This is an optimization exercise on Yosys and OpenROAD, whose aim is small area, not a production implementation.
RTL that was checked went through simulation tests only; none was proved equivalent to the original.
The RTL of runs 1 to 3, 5 and 6 was laid out without a check of its function.
Power figures rest on the tool's default switching activity, not on a simulated workload.

`design/flow/design.v`:
```
module apb_spi_master (
    input  wire        pclk_i,
    input  wire        rst_n_i,
    input  wire        psel_i,
    input  wire        penable_i,
    input  wire [ 3:0] paddr_i,
    input  wire        pwrite_i,
    input  wire [31:0] pwdata_i,
    output reg  [31:0] prdata_o,
    output wire        pready_o,
    output reg         spi_clk_o,
    output reg         spi_sdo_o,
    output wire        spi_cs_n_o,
    input  wire        spi_sdi_i
);
    always @(posedge pclk_i) begin
        if (fall) rx_wait <= 1'b0;
        else if (rx_done) rx_wait <= 1'b1;
    end
    localparam [2:0] S_IDLE = 3'd0, S_CMD = 3'd1, S_ADDR = 3'd2, S_DUMMY = 3'd3,
                     S_TX = 3'd4, S_RX = 3'd5, S_EOT = 3'd6;
    reg  [ 2:0] state;
    reg  [31:0] reg_cmd;
    reg  [31:0] reg_addr;
    reg  [31:0] reg_len;
    reg  [31:0] reg_wdata;
    reg  [31:0] reg_rdata;
    reg  [15:0] ctrl_div;    
    reg  [13:0] ctrl_mid;    
    reg         ctrl_rx;     
    reg         ctrl_tx;     
    reg         req_rd;      
    reg         req_wr;      
    reg         cmd_b;       
    reg  [ 3:0] req_addr;
    reg  [ 7:0] req_len;
    reg  [15:0] req_wdata;
    reg         tx_busy;
    reg  [15:0] tx_cnt;
    reg         rx_busy;
    reg  [ 7:0] rx_len;
    reg  [15:0] rx_cnt;
    reg  [31:0] rx_data;
    reg         rx_wait;
    reg  [15:0] clk_cnt;
    reg         clk_q;
    wire        st_idle  = state == S_IDLE;
    wire        st_cmd   = state == S_CMD;
    wire        st_addr  = state == S_ADDR;
    wire        st_dummy = state == S_DUMMY;
    wire        st_tx    = state == S_TX;
    wire        st_rx    = state == S_RX;
    wire        st_eot   = state == S_EOT;
    wire        active   = !(st_idle || st_eot);
    wire        tx_phase = st_cmd || st_addr || st_tx;
    assign pready_o   = 1'b1;
    assign spi_cs_n_o = !active;
    function [15:0] inc16;
        input [15:0] x;
        integer i;
        reg c;
        begin
            c = 1'b1;
            for (i = 0; i < 16; i = i + 1) begin
                inc16[i] = x[i] ^ c;
                c = c & x[i];
            end
        end
    endfunction
    wire [15:0] clk_cnt_next = inc16(clk_cnt);
    wire        clk_full     = clk_cnt_next == ctrl_div;
    wire        rise         = clk_q & ~spi_clk_o;
    wire        fall         = ~clk_q & spi_clk_o;
    always @(posedge pclk_i) begin
        clk_cnt <= (clk_full || !active) ? 16'd0 : clk_cnt_next;
    end
    always @(posedge pclk_i or negedge rst_n_i) begin
        if (!rst_n_i) begin
            clk_q     <= 1'b0;
            spi_clk_o <= 1'b0;
        end else begin
            clk_q     <= active && (clk_q ^ clk_full);
            spi_clk_o <= clk_q;
        end
    end
    wire [15:0] tx_cnt_next = inc16(tx_cnt);
    wire [15:0] tx_len      = st_tx ? {8'd0, req_len} : 16'd4;
    wire        tx_done     = fall && (tx_cnt_next == tx_len);
    wire        tx_start    = tx_phase && !tx_busy;
    wire        tx_word     = tx_cnt[4:0] == 5'b11111;
    wire        tx_shift    = fall && tx_busy && (!tx_done || tx_word);
    wire        dummy_two   = tx_cnt[2] && tx_cnt[0];   
    wire        dummy_step  = st_dummy && fall && !dummy_two;
    wire [ 4:0] bit_idx     = tx_start ? 5'd0 : tx_cnt_next[4:0];
    reg         bit_val;
    always @(*) begin
        case (state)
            S_CMD:   bit_val = !bit_idx[0] || (bit_idx[1] && cmd_b);
            S_ADDR:  bit_val = req_addr[~bit_idx[1:0]];
            default: bit_val = !bit_idx[4] && req_wdata[~bit_idx[3:0]];
        endcase
    end
    always @(posedge pclk_i) begin
        if (tx_start) tx_cnt <= 16'd0;
        else if ((tx_busy && fall && !tx_done) || dummy_step) tx_cnt <= tx_cnt_next;
    end
    always @(posedge pclk_i or negedge rst_n_i) begin
        if (!rst_n_i) begin
            tx_busy   <= 1'b0;
            spi_sdo_o <= 1'b0;
        end else begin
            tx_busy <= tx_start || (tx_busy && !tx_done);
            if (tx_start || tx_shift) spi_sdo_o <= bit_val;
        end
    end
    wire [15:0] rx_cnt_next = inc16(rx_cnt);
    wire        rx_done     = rise && (rx_cnt_next == {8'd0, rx_len});
    wire        rx_word     = rise && (rx_cnt == 16'd31);
    wire        rx_start    = !rx_busy && st_rx && ctrl_rx;
    wire        rx_stop     = (rx_busy && rx_word && !ctrl_rx) || rx_done;
    always @(posedge pclk_i or negedge rst_n_i) begin
        if (!rst_n_i) begin
            rx_busy   <= 1'b0;
            rx_len    <= 8'd0;
            rx_cnt    <= 16'd0;
            rx_data   <= 32'd0;
            reg_rdata <= 32'd0;
        end else begin
            if (rx_start) rx_busy <= 1'b1;
            else if (rx_stop) rx_busy <= 1'b0;
            if (st_rx) rx_len <= req_len;
            if (rx_start) rx_cnt <= 16'd0;
            else if (rx_busy && rise) rx_cnt <= rx_cnt_next;
            if (rx_busy && rise) rx_data <= {rx_data[30:0], spi_sdi_i};
            if (!rx_busy) reg_rdata <= rx_data;
        end
    end
    always @(posedge pclk_i) begin
        if (fall) rx_wait <= 1'b0;
        else if (rx_done) rx_wait <= 1'b1;
    end
    wire go_cmd = st_idle && ctrl_tx && (req_rd || req_wr);
    always @(posedge pclk_i or negedge rst_n_i) begin
        if (!rst_n_i) begin
            state     <= S_IDLE;
            req_rd    <= 1'b0;
            req_wr    <= 1'b0;
        end else begin
            case (state)
                S_IDLE:  if (go_cmd) state <= S_CMD;
                S_CMD:   if (tx_done) state <= S_ADDR;
                S_ADDR:  if (tx_done) state <= S_DUMMY;
                S_DUMMY: if (dummy_two) begin
                    if (req_rd) state <= S_RX;
                    else if (req_wr) state <= S_TX;
                end
                S_TX:    if (tx_done) state <= S_EOT;
                S_RX:    if (rx_wait && fall) state <= S_EOT;
                default: state <= S_IDLE;
            endcase
            if (st_eot) begin
                req_rd <= 1'b0;
                req_wr <= 1'b0;
            end else if (st_idle && ctrl_tx) begin
                req_rd    <= reg_cmd[3:0] == 4'hA;
                req_wr    <= reg_cmd[3:0] == 4'hB;
            end
        end
    end
    always @(posedge pclk_i) begin
        if (st_idle) cmd_b <= req_wr;
        if (st_idle && ctrl_tx) begin
            req_addr  <= reg_addr[3:0];
            req_len   <= reg_len[7:0];
            req_wdata <= reg_wdata[15:0];
        end
    end
    wire wr_en   = psel_i && penable_i && pwrite_i;
    wire wr_low  = wr_en && (paddr_i[3:2] == 2'b00);
    wire wr_ctrl = wr_en && (paddr_i == 4'd5);
    always @(posedge pclk_i or negedge rst_n_i) begin
        if (!rst_n_i) begin
            reg_cmd   <= 32'd0;
            reg_addr  <= 32'd0;
            reg_len   <= 32'd0;
            reg_wdata <= 32'd0;
            ctrl_div  <= 16'd0;
            ctrl_mid  <= 14'd0;
            ctrl_rx   <= 1'b0;
            ctrl_tx   <= 1'b0;
        end else begin
            if (wr_en && paddr_i == 4'd0) reg_cmd <= pwdata_i;
            if (wr_en && paddr_i == 4'd1) reg_addr <= pwdata_i;
            if (wr_en && paddr_i == 4'd2) reg_len <= pwdata_i;
            if (wr_en && paddr_i == 4'd3) reg_wdata <= pwdata_i;
            if (wr_ctrl) begin
                ctrl_div <= (pwdata_i[31:16] < 16'd4) ? 16'd4 : pwdata_i[31:16];
                ctrl_mid <= pwdata_i[15:2];
                ctrl_rx  <= pwdata_i[1];
                ctrl_tx  <= pwdata_i[0];
            end else if (!wr_low) begin
                ctrl_mid <= 14'd0;
                ctrl_rx  <= ctrl_rx && !st_eot;
                ctrl_tx  <= ctrl_tx && !st_eot;
            end
        end
    end
    always @(posedge pclk_i or negedge rst_n_i) begin
        if (!rst_n_i) begin
            prdata_o <= 32'd0;
        end else if (psel_i && !pwrite_i) begin
            case (paddr_i)
                4'd0:    prdata_o <= reg_cmd;
                4'd1:    prdata_o <= reg_addr;
                4'd2:    prdata_o <= reg_len;
                4'd3:    prdata_o <= reg_wdata;
                4'd4:    prdata_o <= reg_rdata;
                4'd5:    prdata_o <= {ctrl_div, ctrl_mid, ctrl_rx, ctrl_tx};
                default: prdata_o <= 32'd0;
            endcase
        end
    end
endmodule
```
`design/flow/run.sh`:
```
#!/bin/bash
# synth_recipe.tcl (not shown) runs the flow's synth.tcl, then flattens the netlist and writes it again
# the make line also repeats each setting of config.mk as NAME=value (left out here)
make -C /OpenROAD-flow-scripts/flow DESIGN_CONFIG=/design/flow/config.mk WORK_HOME=/design/flow/orfs CLKGATE_MAP_FILE= SYNTH_SCRIPT=/design/flow/synth_recipe.tcl finish
```
`design/flow/config.mk`:
```
export PLATFORM = sky130hd
export DESIGN_NAME = apb_spi_master
export DESIGN_NICKNAME = apb_spi_master
export VERILOG_FILES = /design/flow/design.v
export SDC_FILE = /design/flow/constraint.sdc
export NUM_CORES = 4
export LEC_CHECK = 0
export CAP_MARGIN = 20
export CORE_MARGIN = 2
export CORE_UTILIZATION = 40
export SLEW_MARGIN = 20
```
`design/flow/constraint.sdc`:
```
create_clock -name core_clock -period 5.0 [get_ports {pclk_i}]
set_input_delay 1.0000 -clock core_clock [delete_from_list [all_inputs] [get_ports {pclk_i}]]
set_output_delay 1.0000 -clock core_clock [all_outputs]
set_load 0.01 [all_outputs]
```
==> impl_metrics.env, run 1 <==
export IMPL_cts_buffers=39
export IMPL_synthCells=1257
export IMPL_grt_pass1_vias=10600
export IMPL_dr_pass1_iters=5
export IMPL_routed_wl_um=37500
export IMPL_cpPeakStageDelay_ns=0.35
export IMPL_fin_crit_sh_pct=93.0
export IMPL_place_area_um2=16600
export IMPL_path_cells="ha_1 > ha_1 > ha_1 > ha_1 > ha_1 > ha_1 > ha_1 > ha_1 > ha_1 > ha_1 > ha_1 > ha_1 > ha_1 > ha_1 > nor4_2 > nand4_1 > nor4_2 > and4b_4 > a21oi_1 > nor2_1 > mux2_2"
export IMPL_setup_viol=0
export IMPL_diodes=0
export IMPL_reg2reg_from="tx_cnt[0]"
export IMPL_synth_seq_cells=352
export IMPL_die_h_um=199
export IMPL_rows=71
export IMPL_h_tree_depth=2
export IMPL_via_per_inst=5.45
export IMPL_start_util_pct=40.6
export IMPL_crit_fanout=5
export IMPL_fin_skew_ns=0.0228
export IMPL_powerDensity_nw_per_um2=429
export IMPL_wl_per_cell_um=20.0
export IMPL_core_um2=37600
export IMPL_ys_seq_area_share_pct=57.6
export IMPL_rsz0062_at_grt="no"
export IMPL_nets=1411
export IMPL_status="finished clean"
export IMPL_avgSynthCellArea_um2=12.1
export IMPL_drt_iter0_markers=723
export IMPL_tightest_slew_ns=1.01
export IMPL_r2r_end="spi_sdo_o"
export IMPL_layout_drive_gt1_share_pct=21.5
export IMPL_synth_edff_count=29
export IMPL_synthesis_area_um2=15200
export IMPL_fp_dieW_um=199
export IMPL_place_congestion=0.791
export IMPL_synth_net_count=1341
export IMPL_ff2ff_setup_slack_ns=0.35
export IMPL_ys_async_sr_fraction_pct=82.4
export IMPL_yosysUniqueCellTypes=67
export IMPL_fin_area_um2=17900
export IMPL_dp_hpwl_um=23900
export IMPL_cp_top_family="adder cells"
export IMPL_io_pins=78
export IMPL_fin_crit_ns=4.65
export IMPL_cp_required_ns=5.39
export IMPL_worst_path_most_repeated_cell="ha_1"
export IMPL_critical_path_class="flip-flop to flip-flop"
export IMPL_yosys_warnings=2
export IMPL_post_cts_buffers=0
export IMPL_ir_drop_mv=0.253
export IMPL_grt_pass1_wl_um=60900
export IMPL_hold_class="primary input to asynchronous set/reset pin"
export IMPL_timing_fmax_ghz=0.215
export IMPL_slew_headroom_pct=32.7
export IMPL_final_cell_mix="dfrtp_1, nand2_1, mux2_2"
export IMPL_cp_buffers_inverters=0
export IMPL_antenna_found_initial=0
export IMPL_ys_flop_type="dfrtp_1"
export IMPL_vias=10200
export IMPL_port_buffers=76
export IMPL_cts_root_buf="clkbuf_16"
export IMPL_leakage_nw=8.19
export IMPL_arrival_ns=5.04
export IMPL_drc=0
export IMPL_path_clk_slew_ns=0.06
export IMPL_ff2ff_path_depth=21
export IMPL_hold_viol=0
export IMPL_track_usage_pct=19.7
export IMPL_layout_commonest_cell="dfrtp_1"
export IMPL_cp_slowest_cell="mux2_2"
export IMPL_crit_path_end_kind="flip-flop"
export IMPL_fin_tns_setup_ns=0
export IMPL_syn_to_final_growth_pct=17.6
export IMPL_insertion_delay_ns=0.53
export IMPL_max_cap_violations=0
export IMPL_antenna_left=0
export IMPL_slew_violations=0
export IMPL_cts_buffer_depth=3
export IMPL_cts_sinks=352
export IMPL_grt_max_degree=119
export IMPL_grt_overflow=0
export IMPL_worstSetupStartpointType="flip-flop"
export IMPL_die_area_um2=39700
export IMPL_cts_tree="built"
-- through the flow --
| stage | total power [W] | hold WS, ns | util, % | instances | setup WS [ns] |
|---|---|---|---|---|---|
| final | 0.00769 | 0.437 | 47.7 | 1869 | 0.350 |
| after global routing | 0.00806 | 0.463 | 47.7 | 1869 | 0.0181 |
| after CTS | 0.00777 | 0.438 | 47.6 | 1868 | 0.212 |
| after detailed placement | 0.00490 | 0.445 | 44.2 | 1796 | 0.228 |
| after global placement | 0.00486 | 0.444 | 44.2 | 1796 | 0.364 |
| after floorplan | 0.00442 | 0.406 | - | 1257 | 0.581 |
-- Yosys cell counts, types with 4 or more instances --
cell      instances  area (um2)
and2_1           16         100
o21a_1            4        30.0
a22o_1           30         263
dfrtp_1         290        7260
edfxtp_1         29         871
buf_1             4        15.0
ha_1             42         526
nand2b_1          5        31.3
xor2_1            9        78.8
inv_1            10        37.5
buf_2            16        80.1
mux2_2          180        2030
nor2_1           21        78.8
a221oi_1         32         280
a211oi_1          5        37.5
dfxtp_1          33         661
nand2_1         207         777
nand3_1           6        30.0
xnor2_1          27         236
o21ai_0          59         295
nand4_1          12        75.1
a22oi_1          64         480
nor3_1           13        65.1
a31oi_1           6        37.5
o22ai_1           4        25.0
a21oi_1          12        60.1
clkbuf_1         50         188
nor2b_1           6        37.5
nor4_1           11        68.8
-- kinds of logic (layout without fill, tap and decap cells) --
kind of cell	Yosys count	count (layout)	synth area share, %
and+or+nand+nor	319	319	9.63
adders and majority gates	42	42	3.45
xor gates and xnor gates	36	36	2.07
muxes	185	185	13.8
buffers and inverters	86	187	2.42
AOI/OAI and AO/OA	236	236	11.0
other	1	1	0.0246
DFF	352	352	57.6
-- cell type report --
type | instances | area [um2]
multi-input cells | 819 | 6160
clock inverters | 10 | 90.1
clock buffers | 62 | 1200
fillers | 3396 | 19600
well taps | 511 | 639
inverters | 11 | 41.3
flip-flops and latches | 352 | 8790
repair buffers | 104 | 1000
-- worst max path at each step --
stage / start / to / slack [ns] / cells after the start
final: tx_cnt[0] / spi_sdo_o / 0.35 / 21
after global routing: tx_cnt[0] / spi_sdo_o / 0.02 / 21
after CTS: tx_cnt[0] / tx_cnt[0] / 0.21 / 21
after detailed placement: tx_cnt[0] / tx_cnt[7] / 0.23 / 21
after global placement: tx_cnt[0] / tx_cnt[0] / 0.36 / 21
after floorplan: tx_cnt[0] / spi_sdo_o / 0.58 / 21
-- power by group --
group	leakage, nW	switching, W	internal, W	total, W
combinational	3.10	0.000784	0.000634	0.00142
clock	0.643	0.00115	0.00171	0.00286
sequential	4.44	0.000232	0.00319	0.00342
-- what timing repair did --
action	CTS	global route
resized for setup	0	2
setup endpoints to repair	0	17
hold buffers	0	0
-- flip-flops by register name, summed over array words and instances (netlist names), 32 cells and up --
signal     count
prdata_o      32
reg_addr      32
rx_data       32
reg_rdata     32
reg_len       32
reg_cmd       32
reg_wdata     32
-- routing by layer --
| metal | track usage, % | wire length (um) | part of all wire (%) |
|---|---|---|---|
| met1 | 28.6 | 17900 | 48 |
| met2 | 31.3 | 17500 | 47 |
| met3 | 3.00 | 1510 | 4.0 |
| met4 | 4.26 | 589 | 1.6 |
| met5 | 0 | 0 | 0 |
==> run 2, diff against run 1 <==
==> design/flow/flow/run.sh (new file) <==
#!/bin/bash
# Standard layout, with the port buffers made of the smallest buffer cell
# (the default picks a much larger delay cell).
set -euo pipefail
export BUFFER_PORTS_ARGS="-buffer_cell sky130_fd_sc_hd__buf_1"
bash standard.sh > standard_flow.log 2>&1
==> design/flow/standard.sh (new file) <==
#!/bin/bash
# synth_recipe.tcl (not shown) runs the flow's synth.tcl, then flattens the netlist and writes it again
# the make line also repeats each setting of config.mk as NAME=value (left out here)
make -C /OpenROAD-flow-scripts/flow DESIGN_CONFIG=/design/flow/config.mk WORK_HOME=/design/flow/orfs CLKGATE_MAP_FILE= SYNTH_SCRIPT=/design/flow/synth_recipe.tcl "${@:-finish}"
--- a/design/flow/config.mk
+++ b/design/flow/config.mk
@@ -10,2 +10,5 @@
 export CORE_UTILIZATION = 40
+export CTS_BUF_LIST = sky130_fd_sc_hd__clkbuf_2 sky130_fd_sc_hd__clkbuf_4 sky130_fd_sc_hd__clkbuf_8
+export CTS_CLUSTER_DIAMETER = 60
+export CTS_CLUSTER_SIZE = 20
 export SLEW_MARGIN = 20
removed: design/flow/run.sh
==> impl_metrics.env, run 2 <==
export IMPL_crit_path_end_kind="flip-flop"
export IMPL_vias=10200
export IMPL_drt_iter0_markers=831
export IMPL_track_usage_pct=19.0
export IMPL_layout_drive_gt1_share_pct=21.3
export IMPL_cts_sinks=352
export IMPL_synthesis_area_um2=15200
export IMPL_dp_cells=1797
export IMPL_yosysTopAreaCellShare_pct=47.6
export IMPL_io_pins=78
export IMPL_slew_headroom_pct=24.7
export IMPL_place_congestion=0.796
export IMPL_synth_seq_cells=352
export IMPL_cp_required_ns=5.49
export IMPL_grt_max_degree=158
export IMPL_synth_edff_count=29
export IMPL_hold_class="primary input to asynchronous set/reset pin"
export IMPL_layout_commonest_cell="dfrtp_1"
export IMPL_rsz0062_at_grt="no"
export IMPL_wl_per_cell_um=20.0
export IMPL_ir_drop_mv=0.217
export IMPL_tightest_slew_ns=1.13
export IMPL_hold_viol=0
export IMPL_start_util_pct=40.6
export IMPL_status="finished clean"
export IMPL_fin_tns_setup_ns=0
export IMPL_synth_most_common_cell="dfrtp_1"
export IMPL_ys_seq_area_share_pct=57.6
export IMPL_max_cap_violations=0
export IMPL_yosysUniqueCellTypes=67
export IMPL_diodes=0
export IMPL_via_per_inst=5.49
export IMPL_drc=0
export IMPL_insertion_delay_ns=0.64
export IMPL_post_cts_buffers=0
export IMPL_die_area_um2=39700
export IMPL_syn_to_final_growth_pct=10.2
export IMPL_die_h_um=199
export IMPL_routed_wl_um=37000
export IMPL_cts_buffer_depth=3
export IMPL_critical_path_class="flip-flop to flip-flop"
export IMPL_fin_crit_sh_pct=91.6
export IMPL_synth_net_count=1341
export IMPL_rows=71
export IMPL_yosysTopAreaCell="dfrtp_1"
export IMPL_leakage_nw=7.68
export IMPL_h_tree_depth=1
export IMPL_avgSynthCellArea_um2=12.1
export IMPL_cts_buffers=29
export IMPL_path_clk_slew_ns=0.11
export IMPL_synth_top_cells_by_count="dfrtp_1, nand2_1, mux2_2"
export IMPL_fin_skew_ns=0.0636
export IMPL_cts_root_buf="clkbuf_8"
export IMPL_grt_pass1_vias=10400
export IMPL_fin_crit_ns=4.58
export IMPL_crit_fanout=5
export IMPL_ys_async_sr_fraction_pct=82.4
export IMPL_final_cell_mix="dfrtp_1, nand2_1, mux2_2"
export IMPL_arrival_ns=5.06
export IMPL_grt_pass1_wl_um=58800
export IMPL_instances_no_fill=1851
export IMPL_grt_overflow=0
export IMPL_synthCells=1257
export IMPL_ys_flop_type="dfrtp_1"
export IMPL_antenna_found_initial=1
export IMPL_setup_viol=0
export IMPL_yosys_warnings=2
export IMPL_dp_hpwl_um=23600
export IMPL_timing_fmax_ghz=0.218
export IMPL_cts_tree="built"
export IMPL_dr_pass1_iters=5
export IMPL_antenna_left=0
export IMPL_fp_dieW_um=199
export IMPL_p_total_w=0.00652
export IMPL_core_um2=37600
export IMPL_slew_violations=0
export IMPL_worstSetupStartpointType="flip-flop"
export IMPL_powerDensity_nw_per_um2=388
export IMPL_ys_top_cells_by_area="dfrtp_1, mux2_2, edfxtp_1"
export IMPL_n_fill_cell=3472
export IMPL_nets=1402
export IMPL_port_buffers=76
[run 2: cell counts after synthesis]
No cell type changed its count.
[run 2: what timing repair did]
item,CTS,global route
endpoints found under the hold margin,0,0
hold buffers,0,0
setup endpoints to repair,0,17
resized for setup,0,1
[run 2: cells by family after synthesis]
family	count (synthesis)	synth area share [%]
buffers and inverters	86	2.42
adders and majority gates	42	3.45
and+or+nand+nor	319	9.63
other	1	0.0246
DFF	352	57.6
muxes	185	13.8
xor gates and xnor gates	36	2.07
AOI/OAI and AO/OA	236	11.0
[run 2: area by class of cell]
cell class | instances | area (um2) | share of cell area [%]
timing repair buffer | 105 | 539 | 3.21
multi-input combinational | 819 | 6160 | 36.6
sequential | 352 | 8790 | 52.3
tap | 511 | 639 | 3.80
clock buffer | 31 | 414 | 2.46
clock inverter | 22 | 229 | 1.36
inverter | 11 | 41.3 | 0.246
[run 2: report_power, final]
| part | leakage [nW] | switching (W) | internal (W) |
|---|---|---|---|
| registers | 4.44 | 0.000234 | 0.00318 |
| logic | 2.92 | 0.000782 | 0.000586 |
| clock network | 0.317 | 0.00110 | 0.000636 |
| total | 7.68 | 0.00212 | 0.00440 |
[run 2: worst paths after layout]
kind	from	to	slack, ns	cells after the start
worst max-delay path	tx_cnt[0]	spi_sdo_o	0.42	21
worst min-delay path	rst_n_i	prdata_o[8]	0.25	1
worst max register to register	tx_cnt[0]	spi_sdo_o	0.42	21
worst min register to register	tx_cnt[13]	tx_cnt[13]	0.46	2
max in group asynchronous	rst_n_i	reg_len[26]	3.71	2
min in group core_clock	tx_cnt[13]	tx_cnt[13]	0.46	2
[run 2: metrics by stage]
step	hold WS [ns]	area (um2)	utilization, %	worst slack [ns]
finish	0.251	16800	44.7	0.422
global route	0.207	16800	44.7	0.0205
floorplan	0.406	15200	-	0.581
detailed placement	0.451	16100	43.0	0.306
CTS	0.209	16800	44.7	0.273
global placement	0.444	16100	43.0	0.394
[run 2: routing by layer]
metal / track usage (%) / part of all wire [%] / wire length (um) / vias up
met4: 3.92 / 1.5 / 572 / 2
li1: - / - / - / 4668
met3: 2.73 / 4.3 / 1590 / 44
met1: 27.8 / 48 / 17600 / 5260
met2: 30.3 / 47 / 17200 / 194
met5: 0 / 0.035 / 13 / -
[run 2: worst max-delay path, cell delays in order, from the launching register on]
cell	delay, ns
dfxtp_1	0.33
ha_1	0.21
ha_1	0.18
ha_1	0.17
ha_1	0.18
ha_1	0.17
ha_1	0.18
ha_1	0.18
ha_1	0.18
ha_1	0.19
ha_1	0.18
ha_1	0.18
ha_1	0.18
ha_1	0.19
ha_1	0.29
nor4_1	0.19
nand4_1	0.18
nor4_2	0.28
and4b_4	0.32
a21oi_1	0.08
nor2_1	0.10
mux2_2	0.33
==> run 3, diff against run 2 <==
==> design/flow/flow/run.sh (replaced) <==
#!/bin/bash
# Standard layout, with the port buffers made of the smallest buffer cell
# (the default picks a much larger delay cell) and a clock tree without
# dummy balancing loads.
set -euo pipefail
export BUFFER_PORTS_ARGS="-buffer_cell sky130_fd_sc_hd__buf_1"
export CTS_ARGS="-sink_clustering_enable -repair_clock_nets -sink_clustering_size 20 -sink_clustering_max_diameter 60 -buf_list {sky130_fd_sc_hd__clkbuf_2 sky130_fd_sc_hd__clkbuf_4 sky130_fd_sc_hd__clkbuf_8} -dont_use_dummy_load"
bash standard.sh > standard_flow.log 2>&1
==> impl_metrics.env, run 3 <==
export IMPL_status="finished clean"
export IMPL_n_fill_cell=3497
export IMPL_core_um2=37600
export IMPL_ir_drop_mv=0.211
export IMPL_drc=0
export IMPL_yosysUniqueCellTypes=67
export IMPL_fin_crit_sh_pct=91.7
export IMPL_io_pins=78
export IMPL_ys_flop_type="dfrtp_1"
export IMPL_fin_crit_ns=4.59
export IMPL_fp_dieW_um=199
export IMPL_grt_pass1_vias=10300
export IMPL_instances_no_fill=1827
export IMPL_antenna_found_initial=1
export IMPL_insertion_delay_ns=0.63
export IMPL_p_total_w=0.00618
export IMPL_crit_path_end_kind="flip-flop"
export IMPL_post_cts_buffers=0
export IMPL_synth_most_common_cell="dfrtp_1"
export IMPL_via_per_inst=5.52
export IMPL_slew_violations=0
export IMPL_cts_sinks=352
export IMPL_slew_headroom_pct=24.9
export IMPL_nets=1402
export IMPL_ys_seq_area_share_pct=57.6
export IMPL_grt_pass1_wl_um=58700
export IMPL_dp_hpwl_um=23600
export IMPL_synth_edff_count=29
export IMPL_cts_buffer_depth=3
export IMPL_die_area_um2=39700
export IMPL_layout_commonest_cell="dfrtp_1"
export IMPL_diodes=0
export IMPL_ys_async_sr_fraction_pct=82.4
export IMPL_rows=71
export IMPL_synth_top_cells_by_count="dfrtp_1, nand2_1, mux2_2"
export IMPL_final_cell_mix="dfrtp_1, nand2_1, mux2_2"
export IMPL_tightest_slew_ns=1.13
export IMPL_synth_seq_cells=352
export IMPL_hold_class="primary input to asynchronous set/reset pin"
export IMPL_max_cap_violations=0
export IMPL_cts_root_buf="clkbuf_8"
export IMPL_cts_buffers=29
export IMPL_ys_top_cells_by_area="dfrtp_1, mux2_2, edfxtp_1"
export IMPL_grt_overflow=0
export IMPL_timing_fmax_ghz=0.218
export IMPL_drt_iter0_markers=732
export IMPL_postLayoutCoreUtil_pct=44.1
export IMPL_cp_required_ns=5.43
export IMPL_vias=10100
export IMPL_syn_to_final_growth_pct=8.64
export IMPL_synthCells=1257
export IMPL_worstSetupStartpointType="flip-flop"
export IMPL_synth_net_count=1341
export IMPL_antenna_left=0
export IMPL_setup_viol=0
export IMPL_hold_viol=0
export IMPL_dr_pass1_iters=5
export IMPL_yosysTopAreaCellShare_pct=47.6
export IMPL_h_tree_depth=1
export IMPL_layout_drive_gt1_share_pct=19.8
export IMPL_routed_wl_um=36900
export IMPL_dp_cells=1797
export IMPL_yosys_warnings=2
export IMPL_synthesis_area_um2=15200
export IMPL_leakage_nw=7.57
export IMPL_fin_skew_ns=0.104
export IMPL_avgSynthCellArea_um2=12.1
export IMPL_crit_fanout=5
export IMPL_arrival_ns=5.01
export IMPL_track_usage_pct=19.0
export IMPL_path_clk_slew_ns=0.09
export IMPL_cts_resized_gates=0
export IMPL_cts_tree="built"
export IMPL_place_congestion=0.796
export IMPL_port_buffers=76
export IMPL_cts_hold_buf=0
export IMPL_wl_per_cell_um=20.2
export IMPL_die_h_um=199
export IMPL_start_util_pct=40.6
export IMPL_powerDensity_nw_per_um2=373
export IMPL_critical_path_class="flip-flop to flip-flop"
export IMPL_yosysTopAreaCell="dfrtp_1"
export IMPL_grt_max_degree=158
[run 3: cell types whose count changed in the layout (fill, tap and decap cells not counted), sizes merged]
cell,before,now
clkbuf,32,30
inv,20,10
clkinv,9,1
clkinvlp,4,0
[run 3: layer usage]
metal,wire [um],global-route usage [%],part of all wire [%],up-vias
li1,-,-,-,4639
met1,17600,27.9,48,5191
met2,17000,30.1,46,203
met3,1620,2.60,4.4,42
met4,611,4.04,1.7,2
met5,13,0,0.035,-
[run 3: path summary, 6_finish.rpt]
path	slack [ns]	cells after the start	to	from
worst min-delay path	0.30	1	prdata_o[8]	rst_n_i
worst max register to register	0.41	21	spi_sdo_o	tx_cnt[0]
worst min register to register	0.43	2	rx_data[31]	rx_data[30]
max in group asynchronous	3.66	2	ctrl_div[10]	rst_n_i
worst max-delay path	0.41	21	spi_sdo_o	tx_cnt[0]
min in group core_clock	0.43	2	rx_data[31]	rx_data[30]
[run 3: worst max-delay path, stage by stage, from the launching register on]
cell     delay [ns]
dfxtp_1        0.33
ha_1           0.21
ha_1           0.18
ha_1           0.17
ha_1           0.18
ha_1           0.17
ha_1           0.18
ha_1           0.18
ha_1           0.18
ha_1           0.19
ha_1           0.18
ha_1           0.18
ha_1           0.18
ha_1           0.19
ha_1           0.29
nor4_1         0.19
nand4_1        0.18
nor4_2         0.28
and4b_4        0.33
a21oi_1        0.08
nor2_1         0.10
mux2_2         0.33
[run 3: cells by family after synthesis]
| group | synth area share, % |
|---|---|
| other cells | 0.0246 |
| mux | 13.8 |
| compound gates | 11.0 |
| xor+xnor | 2.07 |
| flops | 57.6 |
| fa+ha+maj | 3.45 |
| simple gates | 9.63 |
| buf+inv | 2.42 |
[run 3: through the flow]
stage | TNS [ns] | worst slack (ns) | hold slack [ns] | instance area [um2]
final | 0 | 0.414 | 0.300 | 16600
after global routing | -0.000852 | -0.000852 | 0.264 | 16600
after CTS | 0 | 0.267 | 0.264 | 16500
after detailed placement | 0 | 0.306 | 0.451 | 16100
after global placement | 0 | 0.394 | 0.444 | 16100
after floorplan | 0 | 0.581 | 0.406 | 15200
[run 3: report_power, final]
group	switching [W]	internal, W
clock	0.000881	0.000516
combinational	0.000784	0.000586
sequential	0.000235	0.00318
total	0.00190	0.00428
[run 3: cell type report]
class / instances / area, um2 / area share, %
clock buffers: 29 / 399 / 2.41
inverters: 11 / 41.3 / 0.249
multi-input cells: 819 / 6160 / 37.2
flip-flops and latches: 352 / 8790 / 53.1
well taps: 511 / 639 / 3.86
repair buffers: 105 / 539 / 3.26
==> run 4, diff against run 3 <==
--- a/design/flow/design.v
+++ b/design/flow/design.v
@@ -15,6 +15,2 @@
 );
-    always @(posedge pclk_i) begin
-        if (fall) rx_wait <= 1'b0;
-        else if (rx_done) rx_wait <= 1'b1;
-    end
     localparam [2:0] S_IDLE = 3'd0, S_CMD = 3'd1, S_ADDR = 3'd2, S_DUMMY = 3'd3,
==> impl_metrics.env, run 4 <==
export IMPL_status="finished clean"
export IMPL_synth_seq_cells=352
export IMPL_fp_dieW_um=200
export IMPL_use_met1_pct=26.5
export IMPL_port_buffers=76
export IMPL_synth_edff_count=29
export IMPL_fin_skew_ns=0.107
export IMPL_cts_tree="built"
export IMPL_cts_resized_gates=0
export IMPL_final_cell_mix="dfrtp_1, nand2_1, mux2_2"
export IMPL_antenna_found_initial=2
export IMPL_synthMuxAreaShare_pct=14.3
export IMPL_cp_required_ns=5.48
export IMPL_slew_headroom_pct=42.0
export IMPL_yosysTopAreaCell="dfrtp_1"
export IMPL_p_total_w=0.00617
export IMPL_tightest_slew_ns=0.871
export IMPL_grt_pass1_wl_um=59000
export IMPL_avgSynthCellArea_um2=12.1
export IMPL_core_um2=37700
export IMPL_cts_root_buf="clkbuf_8"
export IMPL_path_clk_slew_ns=0.11
export IMPL_powerDensity_nw_per_um2=370
export IMPL_die_area_um2=39900
export IMPL_dr_pass1_iters=7
export IMPL_yosysTopAreaCellShare_pct=47.4
export IMPL_synth_compound_gate_area_share_pct=10.2
export IMPL_critical_path_class="flip-flop to flip-flop"
export IMPL_ys_seq_area_share_pct=57.4
export IMPL_ys_flop_type="dfrtp_1"
export IMPL_place_congestion=0.822
export IMPL_start_util_pct=40.7
export IMPL_antenna_left=0
export IMPL_ys_top_cells_by_area="dfrtp_1, mux2_2, edfxtp_1"
export IMPL_rows=71
export IMPL_grt_pass1_vias=10300
export IMPL_crit_fanout=15
export IMPL_via_per_inst=5.48
export IMPL_grt_busiest_layer="met2"
export IMPL_grt_overflow=0
export IMPL_arrival_ns=4.84
export IMPL_yosys_warnings=1
export IMPL_drt_iter0_markers=542
export IMPL_syn_to_final_growth_pct=8.79
export IMPL_max_cap_violations=0
export IMPL_n_fill_cell=3569
export IMPL_fin_crit_sh_pct=87.2
export IMPL_hold_viol=0
export IMPL_synthXorXnorAreaFrac_pct=2.06
export IMPL_track_usage_pct=19.1
export IMPL_fin_crit_ns=4.36
export IMPL_leakage_nw=7.82
export IMPL_cts_sinks=352
export IMPL_yosys_area_share_simple_pct=9.80
export IMPL_setup_viol=0
export IMPL_rsz0062_at_grt="no"
export IMPL_cts_buffers=29
export IMPL_nets=1421
export IMPL_slew_violations=0
export IMPL_synth_top_cells_by_count="dfrtp_1, nand2_1, mux2_2"
export IMPL_fin_tns_setup_ns=0
export IMPL_insertion_delay_ns=0.64
export IMPL_ys_async_sr_fraction_pct=82.4
export IMPL_hold_class="primary input to asynchronous set/reset pin"
export IMPL_yosysUniqueCellTypes=60
export IMPL_worstSetupStartpointType="flip-flop"
export IMPL_met3_usage_pct=2.23
export IMPL_layout_commonest_cell="dfrtp_1"
export IMPL_vias=10100
export IMPL_io_pins=78
export IMPL_post_cts_buffers=0
export IMPL_synth_adder_area_share_pct=3.43
export IMPL_layout_drive_gt1_share_pct=18.7
export IMPL_crit_path_end_kind="flip-flop"
export IMPL_synthCells=1271
export IMPL_grt_max_degree=141
export IMPL_timing_fmax_ghz=0.229
export IMPL_h_tree_depth=1
export IMPL_synthesis_area_um2=15300
export IMPL_met2_usage_pct=31.4
export IMPL_ir_drop_mv=0.181
export IMPL_synth_most_common_cell="dfrtp_1"
export IMPL_cts_hold_buf=0
export IMPL_die_h_um=200
export IMPL_wl_per_cell_um=20.0
export IMPL_routed_wl_um=36900
export IMPL_synth_net_count=1355
export IMPL_synth_top_family_by_area="multiplexers"
export IMPL_cts_buffer_depth=3
export IMPL_drc=0
export IMPL_dp_hpwl_um=24700
==> run 4: cell count changes in the layout (fill, tap and decap cells not counted), moves of 9 or more <==
cell / change
mux2i_1: +16
inv_1: +13
o21ai_1: +22
mux2_1: +9
nand2_1: +12
o21ai_0: -40
mux2_2: -17
==> run 4: area by class of cell <==
type / count / area [um2] / area share, %
flip-flops and latches: 352 / 8790 / 52.7
multi-input cells: 820 / 6150 / 36.9
well taps: 511 / 639 / 3.84
repair buffers: 110 / 589 / 3.54
clock buffers: 29 / 399 / 2.40
inverters: 24 / 90.1 / 0.541
diodes: 1 / 2.50 / 0.0150
==> run 4: through the flow <==
| step | instances | hold slack, ns | instance area [um2] | setup slack [ns] | utilization [%] |
|---|---|---|---|---|---|
| finish | 1847 | 0.231 | 16700 | 0.641 | 44.2 |
| global placement | 1814 | 0.450 | 16200 | 0.730 | 43.1 |
| detailed placement | 1815 | 0.457 | 16200 | 0.625 | 43.1 |
| global route | 1846 | 0.195 | 16700 | 0.284 | 44.2 |
| CTS | 1844 | 0.171 | 16600 | 0.621 | 44.2 |
| floorplan | 1271 | 0.406 | 15300 | 0.857 | - |
==> run 4: path summary, 6_finish.rpt <==
path                       slack, ns     endpoint   startpoint  cells past startpoint
hold reg to reg                 0.42  req_addr[1]  reg_addr[1]                      0
min in group core_clock         0.42  req_addr[1]  reg_addr[1]                      0
setup / recovery                0.64   clk_cnt[4]   clk_cnt[0]                     20
hold / removal                  0.23  reg_addr[0]      rst_n_i                      1
setup reg to reg                0.64   clk_cnt[4]   clk_cnt[0]                     20
max in group asynchronous       3.61  ctrl_div[2]      rst_n_i                      2
==> run 4: critical path, cell delays in order (launching register included) <==
cell,delay [ns]
dfxtp_1,0.34
ha_1,0.21
ha_1,0.19
ha_1,0.19
ha_1,0.18
ha_1,0.17
ha_1,0.18
ha_1,0.18
ha_1,0.18
ha_1,0.19
ha_1,0.19
ha_1,0.18
ha_1,0.18
ha_1,0.18
ha_1,0.19
xor2_1,0.23
xnor2_1,0.14
nand3_1,0.08
nor3_1,0.37
nor2_1,0.27
and2_1,0.24
==> run 4: cell families (layout without fill, tap and decap cells) <==
logic type,after synthesis,in the layout
AOI/OAI and AO/OA,212,212
muxes,194,194
buffers and inverters,99,163
adders and majority gates,42,42
DFF,352,352
and+or+nand+nor,335,335
other,1,2
xor gates and xnor gates,36,36
==> run 4: layer usage <==
metal,up-vias,part of all wire [%]
li1,4665,-
met1,5178,46
met2,201,48
met3,66,3.5
met4,4,2.8
met5,-,0.060
==> run 4: where the power goes <==
| part | internal (W) | leakage, nW | switching (W) |
|---|---|---|---|
| Combinational | 0.000581 | 3.17 | 0.000768 |
| Sequential | 0.00317 | 4.45 | 0.000237 |
| Clock | 0.000516 | 0.209 | 0.000890 |
| Total | 0.00427 | 7.82 | 0.00190 |
==> run 5, diff against run 4 <==
--- a/design/flow/design.v
+++ b/design/flow/design.v
@@ -203,17 +203,31 @@
     end
-    always @(posedge pclk_i or negedge rst_n_i) begin
-        if (!rst_n_i) begin
-            prdata_o <= 32'd0;
-        end else if (psel_i && !pwrite_i) begin
-            case (paddr_i)
-                4'd0:    prdata_o <= reg_cmd;
-                4'd1:    prdata_o <= reg_addr;
-                4'd2:    prdata_o <= reg_len;
-                4'd3:    prdata_o <= reg_wdata;
-                4'd4:    prdata_o <= reg_rdata;
-                4'd5:    prdata_o <= {ctrl_div, ctrl_mid, ctrl_rx, ctrl_tx};
-                default: prdata_o <= 32'd0;
-            endcase
-        end
+    wire       rd_en  = psel_i && !pwrite_i;
+    wire [6:0] rd_sel = {!rd_en,
+                         rd_en && paddr_i == 4'd5, rd_en && paddr_i == 4'd4,
+                         rd_en && paddr_i == 4'd3, rd_en && paddr_i == 4'd2,
+                         rd_en && paddr_i == 4'd1, rd_en && paddr_i == 4'd0};
+    wire [31:0] reg_ctrl = {ctrl_div, ctrl_mid, ctrl_rx, ctrl_tx};
+    wire [31:0] rd_next;
+    genvar gi;
+    generate
+        for (gi = 0; gi < 32; gi = gi + 1) begin : g_rd
+            apb_spi_rd_bit u_bit (
+                .sel (rd_sel),
+                .din ({prdata_o[gi], reg_ctrl[gi], reg_rdata[gi], reg_wdata[gi],
+                       reg_len[gi], reg_addr[gi], reg_cmd[gi]}),
+                .dout(rd_next[gi])
+            );
+        end
+    endgenerate
+    always @(posedge pclk_i or negedge rst_n_i) begin
+        if (!rst_n_i) prdata_o <= 32'd0;
+        else prdata_o <= rd_next;
     end
 endmodule
+module apb_spi_rd_bit (
+    input  wire [6:0] sel,
+    input  wire [6:0] din,
+    output wire       dout
+);
+    assign dout = |(sel & din);
+endmodule
==> design/flow/flow/run.sh (replaced) <==
#!/bin/bash
# Standard layout, with the port buffers made of the smallest buffer cell
# (the default picks a much larger delay cell) and a clock tree without
# dummy balancing loads.
set -euo pipefail
export BUFFER_PORTS_ARGS="-buffer_cell sky130_fd_sc_hd__buf_1"
export CTS_ARGS="-sink_clustering_enable -repair_clock_nets -sink_clustering_size 20 -sink_clustering_max_diameter 60 -buf_list {sky130_fd_sc_hd__clkbuf_4 sky130_fd_sc_hd__clkbuf_8 sky130_fd_sc_hd__clkbuf_16} -dont_use_dummy_load"
bash standard.sh > standard_flow.log 2>&1
--- a/design/flow/config.mk
+++ b/design/flow/config.mk
@@ -10,5 +10,4 @@
 export CORE_UTILIZATION = 40
-export CTS_BUF_LIST = sky130_fd_sc_hd__clkbuf_2 sky130_fd_sc_hd__clkbuf_4 sky130_fd_sc_hd__clkbuf_8
-export CTS_CLUSTER_DIAMETER = 60
-export CTS_CLUSTER_SIZE = 20
 export SLEW_MARGIN = 20
+export SYNTH_HIERARCHICAL = 1
+export SYNTH_MINIMUM_KEEP_SIZE = 0
==> impl_metrics.env, run 5 <==
export IMPL_status="finished clean"
export IMPL_ys_top_cells_by_area="dfrtp_1, mux2_2, edfxtp_1"
export IMPL_setup_slack_ns=0.291
export IMPL_die_area_um2=39000
export IMPL_place_congestion=0.837
export IMPL_tightest_slew_ns=1.13
export IMPL_cts_resized_gates=0
export IMPL_hold_end="req_wdata[7]"
export IMPL_track_usage_pct=19.0
export IMPL_fp_dieW_um=197
export IMPL_insertion_delay_ns=0.54
export IMPL_dp_hpwl_um=23700
export IMPL_ir_drop_mv=0.224
export IMPL_nets=1325
export IMPL_hold_depth=0
export IMPL_cts_root_buf="clkbuf_16"
export IMPL_synth_most_common_cell="dfrtp_1"
export IMPL_routed_wl_um=36400
export IMPL_yosys_warnings=7
export IMPL_cts_tree="built"
export IMPL_max_cap_violations=0
export IMPL_ff2ff_setup_slack_ns=0.29
export IMPL_leakage_nw=7.61
export IMPL_path_clk_slew_ns=0.08
export IMPL_met2_usage_pct=31.6
export IMPL_antenna_left=0
export IMPL_start_util_pct=40.8
export IMPL_fin_tns_setup_ns=0
export IMPL_use_met1_pct=26.7
export IMPL_timing_fmax_ghz=0.212
export IMPL_synth_seq_cells=352
export IMPL_dp_cells=1680
export IMPL_rows=70
export IMPL_yosysUniqueCellTypes=61
export IMPL_min_delay_start="reg_wdata[7]"
export IMPL_grt_overflow=0
export IMPL_synthCells=1159
export IMPL_core_um2=36700
export IMPL_instances_no_fill=1708
export IMPL_ys_async_sr_fraction_pct=82.4
export IMPL_cts_hold_buf=0
export IMPL_powerDensity_nw_per_um2=335
export IMPL_place_area_um2=15900
export IMPL_layout_commonest_cell="dfrtp_1"
export IMPL_met3_usage_pct=2.20
export IMPL_synth_top_cells_by_count="dfrtp_1, mux2_2, nand2_1"
export IMPL_worstSetupStartpointType="flip-flop"
export IMPL_setup_viol=0
export IMPL_port_buffers=76
export IMPL_ff2ff_path_depth=20
export IMPL_drt_iter0_markers=862
export IMPL_rsz0062_at_grt="no"
export IMPL_grt_pass1_vias=10000
export IMPL_synthesis_area_um2=15000
export IMPL_cp_required_ns=5.48
export IMPL_dp_slack_ns=0.315
export IMPL_via_per_inst=5.75
export IMPL_reg2reg_from="tx_cnt[0]"
export IMPL_ys_seq_area_share_pct=58.7
export IMPL_vias=9826
export IMPL_wl_per_cell_um=21.3
export IMPL_cts_sinks=352
export IMPL_avgSynthCellArea_um2=12.9
export IMPL_ys_flop_type="dfrtp_1"
export IMPL_h_tree_depth=1
export IMPL_fin_skew_ns=0.0265
export IMPL_yosysTopAreaCellShare_pct=48.5
export IMPL_final_cell_mix="dfrtp_1, mux2_2, nand2_1"
export IMPL_cp_slowest_cell="or4_4"
export IMPL_crit_path_end_kind="flip-flop"
export IMPL_grt_max_degree=91
export IMPL_dr_pass1_iters=5
export IMPL_r2r_end="tx_cnt[12]"
export IMPL_grt_pass1_wl_um=58000
export IMPL_layout_drive_gt1_share_pct=20.8
export IMPL_fin_crit_ns=4.71
export IMPL_antenna_found_initial=0
export IMPL_cpPeakStageDelay_ns=0.52
export IMPL_worst_path_most_repeated_cell="ha_1"
export IMPL_cts_buffers=27
export IMPL_hold_viol=0
export IMPL_fin_area_um2=16600
export IMPL_grt_busiest_layer="met2"
export IMPL_slew_violations=0
export IMPL_io_pins=78
export IMPL_post_cts_buffers=0
export IMPL_critical_path_class="flip-flop to flip-flop"
export IMPL_drc=0
export IMPL_slew_headroom_pct=24.4
export IMPL_syn_to_final_growth_pct=10.8
export IMPL_hold_class="flip-flop to flip-flop"
export IMPL_synth_net_count=1243
export IMPL_path_cells="ha_1 > ha_1 > ha_1 > ha_1 > ha_1 > ha_1 > ha_1 > ha_1 > ha_1 > ha_1 > ha_1 > ha_1 > ha_1 > ha_1 > nor3_1 > and4_1 > nand4_1 > or4_4 > nand2_1 > a31o_1"
export IMPL_postLayoutCoreUtil_pct=45.2
export IMPL_cts_buffer_depth=3
export IMPL_die_h_um=197
export IMPL_crit_fanout=15
export IMPL_yosysTopAreaCell="dfrtp_1"
export IMPL_synth_edff_count=29
export IMPL_arrival_ns=5.18
export IMPL_fin_crit_sh_pct=94.2
-- run 5: cell count changes in the layout (fill, tap and decap cells not counted), sizes merged, moves of 10 or more --
| cell | previous run | this run |
|---|---|---|
| nand2 | 219 | 121 |
| mux2i | 18 | 3 |
| mux2 | 173 | 183 |
| inv | 23 | 9 |
| o21ai | 45 | 29 |
| a221oi | 34 | 0 |
| a222oi | 0 | 32 |
| nand3 | 11 | 42 |
-- run 5: kinds of logic (layout without fill, tap and decap cells) --
family	count (synthesis)	after routing	synth area share, %
buf+inv	59	139	1.76
xor+xnor	33	33	1.93
flops	352	352	58.7
mux	188	188	14.3
fa+ha+maj	42	42	3.51
other cells	1	2	0.0250
compound gates	203	203	10.4
simple gates	281	281	9.38
-- run 5: area by class of cell --
class / count / area, um2
clock buffers: 27 / 676
well taps: 468 / 586
fillers: 3342 / 20100
inverters: 11 / 41.3
repair buffers: 101 / 514
flip-flops and latches: 352 / 8790
multi-input cells: 748 / 5980
diodes: 1 / 2.50
-- run 5: report_power, final --
group / internal, W / leakage (nW) / switching, W
Clock: 0.000948 / 0.333 / 0.000925
Sequential: 0.00310 / 4.47 / 0.000159
Combinational: 0.000197 / 2.80 / 0.000224
-- run 5: worst max-delay path by stage --
stage	from	endpoint	depth (start not counted)
floorplan	tx_cnt[0]	tx_cnt[10]	21
global placement	tx_cnt[0]	tx_cnt[1]	20
detailed placement	tx_cnt[0]	tx_cnt[0]	20
CTS	tx_cnt[0]	tx_cnt[12]	20
global route	tx_cnt[0]	tx_cnt[0]	20
finish	tx_cnt[0]	tx_cnt[12]	20
-- run 5: Yosys stat by module (local to each module, per instance) --
module | cell area [um2] | times used | cells | flip-flops and latches
apb_spi_master | 14000 | 1 | 1031 | 352
apb_spi_rd_bit | 30.0 | 32 | 4 | 0
-- run 5: critical path, delay by kind of cell, from the launching register on --
| kind | cells | cell delay (ns) |
|---|---|---|
| fa+ha+maj | 14 | 2.63 |
| simple gates | 5 | 1.46 |
| flops | 1 | 0.32 |
| compound gates | 1 | 0.22 |
-- run 5: routing by layer --
layer / routed length [um] / vias to the layer above
met4: 614 / 0
li1: - / 4490
met2: 17400 / 206
met3: 1580 / 41
met1: 16800 / 5089
met5: 0 / -
-- run 5: metrics by stage --
stage	total power [W]	hold WS (ns)
finish	0.00555	0.461
global route	0.00578	0.468
CTS	0.00562	0.456
detailed placement	0.00374	0.461
global placement	0.00372	0.455
floorplan	0.00352	0.406
==> run 6, diff against run 5 <==
==> design/flow/flow/run.sh (replaced) <==
#!/bin/bash
# Standard layout, with the port buffers made of the smallest buffer cell
# (the default picks a much larger delay cell) and a clock tree without
# dummy balancing loads.
set -euo pipefail
export BUFFER_PORTS_ARGS="-buffer_cell sky130_fd_sc_hd__buf_1"
export CTS_ARGS="-sink_clustering_enable -repair_clock_nets -sink_clustering_size 16 -sink_clustering_max_diameter 50 -buf_list {sky130_fd_sc_hd__clkbuf_2 sky130_fd_sc_hd__clkbuf_4 sky130_fd_sc_hd__clkbuf_8} -dont_use_dummy_load"
bash standard.sh > standard_flow.log 2>&1
==> impl_metrics.env, run 6 <==
export IMPL_grt_overflow=0
export IMPL_fin_crit_sh_pct=94.7
export IMPL_setup_viol=0
export IMPL_dp_slack_ns=0.315
export IMPL_cp_required_ns=5.48
export IMPL_synth_compound_gate_area_share_pct=10.4
export IMPL_ir_drop_mv=0.143
export IMPL_critical_path_class="flip-flop to flip-flop"
export IMPL_ys_top_cells_by_area="dfrtp_1, mux2_2, edfxtp_1"
export IMPL_cts_root_buf="clkbuf_8"
export IMPL_path_clk_slew_ns=0.10
export IMPL_fin_crit_ns=4.74
export IMPL_synth_top_family_by_area="multiplexers"
export IMPL_dr_pass1_iters=5
export IMPL_leakage_nw=7.55
export IMPL_yosys_area_share_simple_pct=9.38
export IMPL_slew_headroom_pct=21.9
export IMPL_setup_slack_ns=0.263
export IMPL_synthCells=1159
export IMPL_cts_buffers=39
export IMPL_yosysTopAreaCell="dfrtp_1"
export IMPL_final_cell_mix="dfrtp_1, mux2_2, nand2_1"
export IMPL_cp_top_family="adder cells"
export IMPL_power_switching_w=0.00130
export IMPL_cts_tree="built"
export IMPL_synth_edff_count=29
export IMPL_p_seq_share_pct=61.5
export IMPL_min_delay_start="reg_addr[26]"
export IMPL_postLayoutCoreUtil_pct=44.8
export IMPL_synth_top_cells_by_count="dfrtp_1, mux2_2, nand2_1"
export IMPL_io_pins=78
export IMPL_crit_path_end_kind="flip-flop"
export IMPL_startpoint="tx_cnt[0]"
export IMPL_die_h_um=197
export IMPL_syn_to_final_growth_pct=9.84
export IMPL_insertion_delay_ns=0.58
export IMPL_status="finished clean"
export IMPL_cts_hold_buf=0
export IMPL_hold_class="flip-flop to flip-flop"
export IMPL_worstSetupStartpointType="flip-flop"
export IMPL_track_usage_pct=19.2
export IMPL_yosysUniqueCellTypes=61
export IMPL_rows=70
export IMPL_h_tree_depth=2
export IMPL_post_cts_buffers=0
export IMPL_cts_resized_gates=0
export IMPL_ys_seq_area_share_pct=58.7
export IMPL_die_area_um2=39000
export IMPL_fp_dieW_um=197
export IMPL_synthesis_area_um2=15000
export IMPL_fin_skew_ns=0.0686
export IMPL_nets=1337
export IMPL_diodes=0
export IMPL_place_congestion=0.837
export IMPL_synthMuxAreaShare_pct=14.3
export IMPL_cts_sinks=352
export IMPL_start_util_pct=40.8
export IMPL_routed_wl_um=36700
export IMPL_share_comb_of_total_power_pct=7.9
export IMPL_cpPeakStageDelay_ns=0.52
export IMPL_vias=9811
export IMPL_wl_per_cell_um=21.3
export IMPL_powerDensity_nw_per_um2=322
export IMPL_internal_power_w=0.00399
export IMPL_yosys_warnings=7
export IMPL_layout_drive_gt1_share_pct=21.6
export IMPL_antenna_left=0
export IMPL_drc=0
export IMPL_swShare_pct=24.6
export IMPL_slew_violations=0
export IMPL_timing_fmax_ghz=0.211
export IMPL_drt_iter0_markers=909
export IMPL_reg2reg_from="tx_cnt[0]"
export IMPL_via_per_inst=5.71
export IMPL_hold_viol=0
export IMPL_core_um2=36700
export IMPL_grt_pass1_vias=10100
export IMPL_crit_fanout=15
export IMPL_ys_async_sr_fraction_pct=82.4
export IMPL_hold_ws_ns=0.470
export IMPL_n_fill_cell=3375
export IMPL_dp_hpwl_um=23700
export IMPL_max_cap_violations=0
export IMPL_synthXorXnorAreaFrac_pct=1.93
export IMPL_synth_most_common_cell="dfrtp_1"
export IMPL_clock_power_share_pct=30.5
export IMPL_grt_max_degree=91
export IMPL_synth_seq_cells=352
export IMPL_yosysTopAreaCellShare_pct=48.5
export IMPL_antenna_found_initial=0
export IMPL_path_cells="ha_1 > ha_1 > ha_1 > ha_1 > ha_1 > ha_1 > ha_1 > ha_1 > ha_1 > ha_1 > ha_1 > ha_1 > ha_1 > ha_1 > nor3_1 > and4_1 > nand4_1 > or4_4 > nand2_1 > a31o_1"
export IMPL_worst_path_most_repeated_cell="ha_1"
export IMPL_port_buffers=76
export IMPL_fin_tns_setup_ns=0
export IMPL_avgSynthCellArea_um2=12.9
export IMPL_cts_buffer_depth=3
export IMPL_rsz0062_at_grt="no"
export IMPL_cp_slowest_cell="or4_4"
export IMPL_synth_net_count=1243
export IMPL_ys_flop_type="dfrtp_1"
export IMPL_cp_buffers_inverters=0
export IMPL_arrival_ns=5.22
export IMPL_grt_pass1_wl_um=58100
export IMPL_layout_commonest_cell="dfrtp_1"
export IMPL_synth_adder_area_share_pct=3.51
export IMPL_tightest_slew_ns=1.17
## run 6: worst min-delay path: stages (launching register included)
cell and delay [ns]:
dfrtp_1 0.34, a222oi_1 0.06, nand3_1 0.07
## run 6: final timing paths
kind | to | slack, ns | cells after the start
hold reg to reg | prdata_o[26] | 0.47 | 2
setup / recovery | tx_cnt[12] | 0.26 | 20
setup reg to reg | tx_cnt[12] | 0.26 | 20
hold / removal | prdata_o[26] | 0.47 | 2
min in group asynchronous | reg_addr[0] | 0.56 | 1
max in group asynchronous | reg_cmd[29] | 3.46 | 2
## run 6: logic make-up (layout without fill, tap and decap cells)
group / after synthesis / in the layout
compound gates: 203 / 203
mux: 188 / 188
xor+xnor: 33 / 33
simple gates: 281 / 281
flops: 352 / 352
buf+inv: 59 / 151
fa+ha+maj: 42 / 42
other cells: 1 / 1
## run 6: modules after synthesis (local to each module, per instance)
module,cells,area (um2),flip-flops and latches,times used
apb_spi_master,1031,14000,352,1
apb_spi_rd_bit,4,30.0,0,32
## run 6: final cells by class
cell class / count / area [um2] / area share, %
clock buffers: 39 / 537 / 3.26
inverters: 11 / 41.3 / 0.251
multi-input cells: 748 / 5980 / 36.4
flip-flops and latches: 352 / 8790 / 53.4
well taps: 468 / 586 / 3.56
repair buffers: 101 / 514 / 3.13
## run 6: layer usage
metal	track usage, %	vias to the layer above	share of wire, %
met5	0	-	0
met4	5.37	0	1.9
met3	2.82	46	3.8
met2	31.7	197	48
met1	26.5	5060	47
li1	-	4508	-
## run 6: power by group through the flow
stage	combinational [W]	clock (W)	sequential [W]
final	0.000421	0.00161	0.00326
after global routing	0.000468	0.00178	0.00328
after CTS	0.000428	0.00168	0.00326
after detailed placement	0.000427	0	0.00331
after global placement	0.000417	0	0.00331
after floorplan	0.000265	0	0.00325
## run 6: through the flow
step / area, um2 / power (W) / instances
2_1_floorplan: 15000 / 0.00352 / 1159
3_3_place_gp: 15900 / 0.00372 / 1680
3_5_place_dp: 15900 / 0.00374 / 1680
4_1_cts: 16400 / 0.00536 / 1719
5_1_grt: 16400 / 0.00553 / 1719
6_report: 16400 / 0.00529 / 1719
==> run 7, diff against run 6 <==
--- a/design/flow/design.v
+++ b/design/flow/design.v
@@ -15,4 +15,4 @@
 );
-    localparam [2:0] S_IDLE = 3'd0, S_CMD = 3'd1, S_ADDR = 3'd2, S_DUMMY = 3'd3,
-                     S_TX = 3'd4, S_RX = 3'd5, S_EOT = 3'd6;
+    localparam [2:0] S_IDLE = 3'b000, S_CMD = 3'b001, S_ADDR = 3'b011, S_DUMMY = 3'b010,
+                     S_TX = 3'b101, S_RX = 3'b110, S_EOT = 3'b100;
     reg  [ 2:0] state;
@@ -46,7 +46,7 @@
     wire        st_dummy = state == S_DUMMY;
-    wire        st_tx    = state == S_TX;
-    wire        st_rx    = state == S_RX;
+    wire        st_tx    = state[2] && state[0];
+    wire        st_rx    = state[2] && state[1];
     wire        st_eot   = state == S_EOT;
-    wire        active   = !(st_idle || st_eot);
-    wire        tx_phase = st_cmd || st_addr || st_tx;
+    wire        active   = state[1] || state[0];
+    wire        tx_phase = state[0];
     assign pready_o   = 1'b1;
@@ -69,7 +69,5 @@
     wire        fall         = ~clk_q & spi_clk_o;
-    always @(posedge pclk_i) begin
-        clk_cnt <= (clk_full || !active) ? 16'd0 : clk_cnt_next;
-    end
-    always @(posedge pclk_i or negedge rst_n_i) begin
-        if (!rst_n_i) begin
+    always @(posedge pclk_i or negedge rst_n_i) begin
+        if (!rst_n_i) begin
+            clk_cnt   <= 16'd0;
             clk_q     <= 1'b0;
@@ -77,2 +75,3 @@
         end else begin
+            clk_cnt   <= (clk_full || !active) ? 16'd0 : clk_cnt_next;
             clk_q     <= active && (clk_q ^ clk_full);
@@ -82,4 +81,4 @@
     wire [15:0] tx_cnt_next = inc16(tx_cnt);
-    wire [15:0] tx_len      = st_tx ? {8'd0, req_len} : 16'd4;
-    wire        tx_done     = fall && (tx_cnt_next == tx_len);
+    wire        tx_last     = st_tx ? (tx_cnt_next == {8'd0, req_len}) : (tx_cnt[1] && tx_cnt[0]);
+    wire        tx_done     = fall && tx_last;
     wire        tx_start    = tx_phase && !tx_busy;
@@ -98,8 +97,5 @@
     end
-    always @(posedge pclk_i) begin
-        if (tx_start) tx_cnt <= 16'd0;
-        else if ((tx_busy && fall && !tx_done) || dummy_step) tx_cnt <= tx_cnt_next;
-    end
-    always @(posedge pclk_i or negedge rst_n_i) begin
-        if (!rst_n_i) begin
+    always @(posedge pclk_i or negedge rst_n_i) begin
+        if (!rst_n_i) begin
+            tx_cnt    <= 16'd0;
             tx_busy   <= 1'b0;
@@ -107,2 +103,4 @@
         end else begin
+            if (tx_start) tx_cnt <= 16'd0;
+            else if ((tx_busy && fall && !tx_done) || dummy_step) tx_cnt <= tx_cnt_next;
             tx_busy <= tx_start || (tx_busy && !tx_done);
@@ -133,5 +131,9 @@
     end
-    always @(posedge pclk_i) begin
-        if (fall) rx_wait <= 1'b0;
-        else if (rx_done) rx_wait <= 1'b1;
+    always @(posedge pclk_i or negedge rst_n_i) begin
+        if (!rst_n_i) begin
+            rx_wait <= 1'b0;
+        end else begin
+            if (fall) rx_wait <= 1'b0;
+            else if (rx_done) rx_wait <= 1'b1;
+        end
     end
@@ -165,3 +167,9 @@
     end
-    always @(posedge pclk_i) begin
+    always @(posedge pclk_i or negedge rst_n_i) begin
+        if (!rst_n_i) begin
+            cmd_b     <= 1'b0;
+            req_addr  <= 4'd0;
+            req_len   <= 8'd0;
+            req_wdata <= 16'd0;
+        end else begin
         if (st_idle) cmd_b <= req_wr;
@@ -171,2 +179,3 @@
             req_wdata <= reg_wdata[15:0];
+        end
         end
==> impl_metrics.env, run 7 <==
export IMPL_synth_most_common_cell="dfrtp_1"
export IMPL_timing_fmax_ghz=0.214
export IMPL_via_per_inst=5.68
export IMPL_die_h_um=199
export IMPL_r2r_end="tx_cnt[7]"
export IMPL_reg2reg_from="tx_cnt[0]"
export IMPL_cp_slowest_cell="nor4_2"
export IMPL_crit_path_end_kind="flip-flop"
export IMPL_hold_class="primary input to asynchronous set/reset pin"
export IMPL_hold_viol=0
export IMPL_synthesis_area_um2=15200
export IMPL_avgSynthCellArea_um2=13.1
export IMPL_grt_pass1_wl_um=58900
export IMPL_worst_path_most_repeated_cell="ha_1"
export IMPL_diodes=0
export IMPL_drc=0
export IMPL_antenna_found_initial=0
export IMPL_place_congestion=0.813
export IMPL_dr_pass1_iters=6
export IMPL_fin_crit_ns=4.68
export IMPL_path_clk_slew_ns=0.10
export IMPL_ir_drop_mv=0.190
export IMPL_grt_pass1_vias=10300
export IMPL_syn_to_final_growth_pct=10.1
export IMPL_synth_edff_count=0
export IMPL_setup_viol=0
export IMPL_hold_ws_ns=0.438
export IMPL_rsz0062_at_grt="no"
export IMPL_yosysTopAreaCell="dfrtp_1"
export IMPL_fin_skew_ns=0.0854
export IMPL_ff2ff_setup_slack_ns=0.32
export IMPL_worstSetupStartpointType="flip-flop"
export IMPL_io_pins=78
export IMPL_insertion_delay_ns=0.60
export IMPL_ys_flop_type="dfrtp_1"
export IMPL_place_area_um2=16200
export IMPL_nets=1337
export IMPL_critical_path_class="flip-flop to flip-flop"
export IMPL_cts_hold_buf=0
export IMPL_yosys_warnings=7
export IMPL_arrival_ns=5.08
export IMPL_core_um2=37500
export IMPL_synth_net_count=1244
export IMPL_layout_commonest_cell="dfrtp_1"
export IMPL_cp_buffers_inverters=1
export IMPL_track_usage_pct=19.0
export IMPL_drt_iter0_markers=762
export IMPL_fp_dieW_um=199
export IMPL_cp_required_ns=5.39
export IMPL_dp_cells=1724
export IMPL_cts_tree="built"
export IMPL_final_cell_mix="dfrtp_1, mux2_1, nand2_1"
export IMPL_rows=71
export IMPL_status="finished clean"
export IMPL_cts_root_buf="clkbuf_8"
export IMPL_cts_sinks=352
export IMPL_tightest_slew_ns=1.06
export IMPL_routed_wl_um=36200
export IMPL_wl_per_cell_um=20.6
export IMPL_ys_top_cells_by_area="dfrtp_1, mux2_1, mux2_2"
export IMPL_synthCells=1160
export IMPL_slew_violations=0
export IMPL_ys_async_sr_fraction_pct=100
export IMPL_antenna_left=0
export IMPL_layout_drive_gt1_share_pct=11.9
export IMPL_start_util_pct=40.5
export IMPL_die_area_um2=39600
export IMPL_ys_seq_area_share_pct=58.0
export IMPL_cpPeakStageDelay_ns=0.39
export IMPL_dp_hpwl_um=23500
export IMPL_yosysTopAreaCellShare_pct=58.0
export IMPL_max_cap_violations=0
export IMPL_ff2ff_path_depth=20
export IMPL_instances_no_fill=1762
export IMPL_port_buffers=76
export IMPL_leakage_nw=8.04
export IMPL_yosysUniqueCellTypes=60
export IMPL_slew_headroom_pct=29.0
export IMPL_fin_tns_setup_ns=0
export IMPL_vias=10000
export IMPL_cts_buffers=37
export IMPL_h_tree_depth=2
export IMPL_fin_crit_sh_pct=93.7
export IMPL_cts_buffer_depth=3
export IMPL_grt_overflow=0
export IMPL_grt_max_degree=119
export IMPL_n_fill_cell=3564
export IMPL_synth_seq_cells=352
export IMPL_synth_top_cells_by_count="dfrtp_1, mux2_1, nand2_1"
export IMPL_cp_top_family="adder cells"
export IMPL_crit_fanout=14
export IMPL_fin_area_um2=16700
export IMPL_path_cells="ha_1 > ha_1 > ha_1 > ha_1 > ha_1 > ha_1 > ha_1 > ha_1 > ha_1 > ha_1 > ha_1 > ha_1 > ha_1 > ha_1 > nor4_2 > nand4_2 > nor4_4 > buf_4 > o21ai_4 > a22o_1"
export IMPL_powerDensity_nw_per_um2=341
run 7: changes by cell type in the layout (fill, tap and decap cells not counted), sizes merged, moves of 13 or more:
cell    before  now
o21ai       29   16
mux2       183  211
dfrtp      290  352
a22o        30   43
dfxtp       33    0
edfxtp      29    0
run 7: metrics by stage:
| stage | utilization (%) | setup WS, ns | power, W |
|---|---|---|---|
| after floorplan | - | 0.479 | 0.00386 |
| after global placement | 43.2 | 0.272 | 0.00415 |
| after detailed placement | 43.2 | 0.222 | 0.00417 |
| after CTS | 44.6 | 0.154 | 0.00578 |
| after global routing | 44.6 | 0.108 | 0.00603 |
| final | 44.6 | 0.317 | 0.00571 |
run 7: layout make-up:
cell class | instances | area (um2) | area share, %
clock buffers | 37 | 509 | 3.04
well taps | 511 | 639 | 3.82
multi-input cells | 757 | 6210 | 37.2
flip-flops and latches | 352 | 8810 | 52.7
inverters | 4 | 15.0 | 0.0898
repair buffers | 101 | 539 | 3.22
run 7: worst max-delay path by stage:
stage	start	to	slack, ns	cells past startpoint
after detailed placement	tx_cnt[0]	tx_cnt[14]	0.22	19
after floorplan	tx_cnt[0]	tx_cnt[10]	0.48	20
after global routing	tx_cnt[0]	tx_cnt[5]	0.11	20
after CTS	tx_cnt[0]	tx_cnt[7]	0.15	19
after global placement	tx_cnt[0]	tx_cnt[14]	0.27	19
final	tx_cnt[0]	tx_cnt[7]	0.32	20
run 7: report_power, final:
group	switching [W]	internal, W
sequential	0.000179	0.00309
clock	0.000933	0.000660
combinational	0.000486	0.000360
run 7: routing by layer:
metal | part of all wire [%] | track usage (%)
met1 | 48 | 27.8
met2 | 45 | 29.1
met3 | 4.3 | 3.05
met4 | 2.4 | 5.64
met5 | 0 | 0
run 7: modules after synthesis (local to each module, per instance):
module          cells inside  copies in the design  area (um2)  flops+latches
apb_spi_master          1032                     1       14200            352
apb_spi_rd_bit             4                    32        30.0              0
run 7: kinds of logic (layout without fill, tap and decap cells):
kind of cell | after synthesis | count (layout) | share of synthesized area (%)
DFF | 352 | 352 | 58.0
and+or+nand+nor | 267 | 267 | 8.62
muxes | 212 | 212 | 15.8
AOI/OAI and AO/OA | 199 | 199 | 10.5
buffers and inverters | 51 | 142 | 1.58
adders and majority gates | 42 | 42 | 3.46
xor gates and xnor gates | 36 | 36 | 2.08
other | 1 | 1 | 0.0247
run 7: repair_timing:
item,CTS,global route
endpoints found under the setup margin,0,14
buffers inserted,0,1
gates resized for setup,0,2

## re-timing with driven ports
In the flow no input, the clock included, has a driving cell. The finished layouts below were timed again as built, in two steps.
Step 1: set_driving_cell puts a clkbuf_16 on pclk_i and a buf_2 on each other input, an assumption about the parent block.
Step 2 moves the port delays by t, midway between the first and last clock arrival at a register: inputs arrive t later, outputs are due t later. That takes back most of the time a late clock gives input paths.
a / b / c = no drivers / after step 1 / after step 2; a / b = the first two.
run	t (ns)	setup WS [ns]	latest minus earliest clock arrival (ns)	worst slew at a driven data input, ns
run 1	0.572	0.350 / 0.350 / 0.350	0.026 / 0.026	0.11
run 2	0.660	0.422 / 0.422 / 0.422	0.065 / 0.066	0.11
run 3	0.631	0.414 / 0.414 / 0.414	0.108 / 0.108	0.11
run 4	0.634	0.641 / 0.641 / 0.641	0.107 / 0.107	0.08
run 5	0.583	0.291 / 0.291 / 0.291	0.033 / 0.034	0.07
run 6	0.586	0.263 / 0.263 / 0.263	0.087 / 0.087	0.07
run 7	0.600	0.317 / 0.317 / 0.317	0.087 / 0.087	0.09
After both steps setup and hold are still met in every run listed.
